From an optimization exercise on the open Yosys and OpenROAD flow, aimed at small area, a short achievable clock period and few clock cycles; shortcuts taken in it are not production practice. Where RTL was checked, it was by simulation tests only, not by an equivalence proof against the original. Power and IR drop assume default switching activity.

juniper:
Design hsid_main, start of the top module:
module hsid_main #(
    parameter WORD_WIDTH = 32,
    parameter DATA_WIDTH = 16,
    parameter DATA_WIDTH_MUL = 32,
    parameter DATA_WIDTH_ACC = 40,
    parameter BUFFER_WIDTH = 2,
    parameter HSP_BANDS_WIDTH = 7,
    parameter HSP_LIBRARY_WIDTH = 6
  ) (
    input logic clk,
    input logic rst_n,
    input logic clear,
    input logic band_data_in_valid,
    input logic [WORD_WIDTH-1:0] band_data_in,
    input logic [HSP_LIBRARY_WIDTH-1:0] hsp_library_size_in,
    input logic [HSP_BANDS_WIDTH-1:0] hsp_bands_in,
    output logic [HSP_LIBRARY_WIDTH-1:0] mse_min_ref,
    output logic [HSP_LIBRARY_WIDTH-1:0] mse_max_ref,
    output logic [WORD_WIDTH-1:0] mse_min_value,
    output logic [WORD_WIDTH-1:0] mse_max_value,
    input logic start,
    output logic done,
    output logic idle,
    output logic ready,
    output logic error,
    output logic cancelled
  );
clock: 10.0 ns
lec_check: 0
abc_clock_period_in_ps: 2500
cap_margin: 20
core_margin: 2
core_utilization: 60
cts_cluster_diameter: 100
cts_cluster_size: 24
slew_margin: 20
standard.sh (not shown) runs the stock make flow with config.mk's settings and CLKGATE_MAP_FILE= SYNTH_SCRIPT=/design/flow/synth_recipe.tcl, a recipe that flattens the netlist after the stock synthesis.
==> flow/flow/run.sh <==
#!/bin/bash
# The standard layout, with timing repair aimed at a shorter period than the
# 10 ns constraint (setup margin), faster port buffers, and free gate sizing.
set -o pipefail
bash standard.sh SETUP_SLACK_MARGIN=6.8 MATCH_CELL_FOOTPRINT=0 \
  "BUFFER_PORTS_ARGS=-buffer_cell sky130_fd_sc_hd__buf_4" finish > flow.log 2>&1
juniper finished every stage and its layout cleared the timing, design-rule and antenna checks.
Testbench counts of juniper, summed over its fixed seeds: cycles 85,157.
What amber does differently from juniper at the input level:
--- a/flow/design.v
+++ b/flow/design.v
@@ -1315,61 +1315,52 @@
       bcnt <= '0;
       back_busy <= 1'b0;
       pc <= 1'b0;
       ready <= 1'b0;
       busy_q <= 1'b0;
       done <= 1'b0;
       error <= 1'b0;
       cancelled <= 1'b0;
+      cfg_b <= 7'd127;
+      cfg_l <= 6'd63;
+      pm1 <= 6'd63;
+      bad_q <= 1'b0;
       fst <= 1'b0;
     end else begin
       fr <= fr_n;
       idx <= idx_n;
       pix <= pix_n;
       phn <= phn_n;
       bcnt <= bcnt_n;
       back_busy <= back_busy_n;
       pc <= pc_n;
       ready <= ready_n;
       busy_q <= !idle_n;
       done <= done_n;
       error <= err_n;
       cancelled <= canc_n;
+      if (fr == F_IDLE) begin
+        cfg_b <= hsp_bands_in;
+        cfg_l <= hsp_library_size_in;
+        bad_q <= bad_cfg;
+      end
       fst <= start_take;
+      pm1 <= {1'b1, 5'(cfg_b[6:1] - {5'd0, !cfg_b[0]})};
     end
   end
-  always_ff @(posedge clk) begin
-    if (fr == F_IDLE) begin
-      cfg_b <= hsp_bands_in;
-      cfg_l <= hsp_library_size_in;
-      bad_q <= bad_cfg;
-    end
-    pm1 <= {1'b1, 5'(cfg_b[6:1] - {5'd0, !cfg_b[0]})};
-  end
   logic [31:0] in_d;
   logic in_capv, in_refv, in_f, in_l, in_jf, in_jl;
-  always_ff @(posedge clk) in_d <= band_data_in;
-  always_ff @(posedge clk or negedge rst_n) begin
-    if (!rst_n) begin
-      in_capv <= 1'b0;
-      in_refv <= 1'b0;
-      in_f <= 1'b0;
-      in_l <= 1'b0;
-      in_jf <= 1'b0;
-      in_jl <= 1'b0;
-    end else begin
-      in_capv <= taken && !clear && !pix_ref;
-      in_refv <= taken && !clear && pix_ref;
-      in_f <= (idx == 0);
-      in_l <= idx_last;
-      in_jf <= (pix == 6'd1);
-      in_jl <= pix_last;
-    end
-  end
+  assign in_d = band_data_in;
+  assign in_capv = taken && !clear && !pix_ref;
+  assign in_refv = taken && !clear && pix_ref;
+  assign in_f = (idx == 0);
+  assign in_l = idx_last;
+  assign in_jf = (pix == 6'd1);
+  assign in_jl = pix_last;
   logic [31:0] ring_out, feed;
   logic [31:0][31:0] seg5;
   logic [15:0][31:0] seg4;
   logic [7:0][31:0] seg3;
   logic [3:0][31:0] seg2;
   logic [1:0][31:0] seg1;
   logic [31:0] seg0;
   logic [31:0] rm4, rm3, rm2, rm1, rm0;
@@ -1433,17 +1424,17 @@
     s3_jl <= s2_jl;
   end
   always_ff @(posedge clk or negedge rst_n) begin
     if (!rst_n) begin
       s1_v <= 1'b0;
       s2_v <= 1'b0;
       s3_v <= 1'b0;
     end else begin
-      s1_v <= in_refv && !clear;
+      s1_v <= in_refv;
       s2_v <= s1_v && !clear;
       s3_v <= s2_v && s2_l && !clear;
     end
   end
   logic [6:0] bk_b;           
   logic [39:0] ssum;
   logic [31:0] dq;
   logic [6:0] drem;
Notes after the runs:
Looking at the reports, amber completed the entire flow and the layout it produced met the timing, design-rule and antenna checks. juniper reached the end of the flow, and the finished layout is clean on the timing, design-rule and antenna checks. Lower number of buffers added by the clock tree synthesis step among amber and juniper: amber. Per the comparison of amber with juniper, utilization +0.67 points, proportion of power drawn by the clock network +2.1 points, power after layout -1.7 mW, final weighted congestion in routability-driven placement -0.0062.
Function not checked in amber: the RTL went through the layout flow alone.

## separate check: timing with driven ports
In the flow no input, the clock included, has a driving cell. The finished layouts below were timed again as built, in two steps. Step 1 (the two cells are an assumption about what drives the block):
set clk [get_ports {clk}]
set_driving_cell -lib_cell sky130_fd_sc_hd__clkbuf_16 $clk
set_driving_cell -lib_cell sky130_fd_sc_hd__buf_2 [delete_from_list [all_inputs] $clk]
Step 2 moves the port delays by t, midway between the first and last clock arrival at a register: inputs arrive t later, outputs are due t later. That takes back most of the time a late clock gives input paths. Three values: ideal, step 1, step 2; two values: the first two.
run | t (ns) | slack for setup (ns) | worst setup path after step 2 | latest minus earliest clock arrival (ns)
juniper | 0.808 | 6.608 / 6.532 / 6.330 | input to register | 0.054 / 0.054
amber | 0.815 | 6.155 / 6.182 / 5.367 | input to register | 0.064 / 0.064
After both steps every run listed still meets setup and hold. The setup slack of amber, which loses most, moves by +0.027 ns with the drivers and by -0.788 ns with both steps.
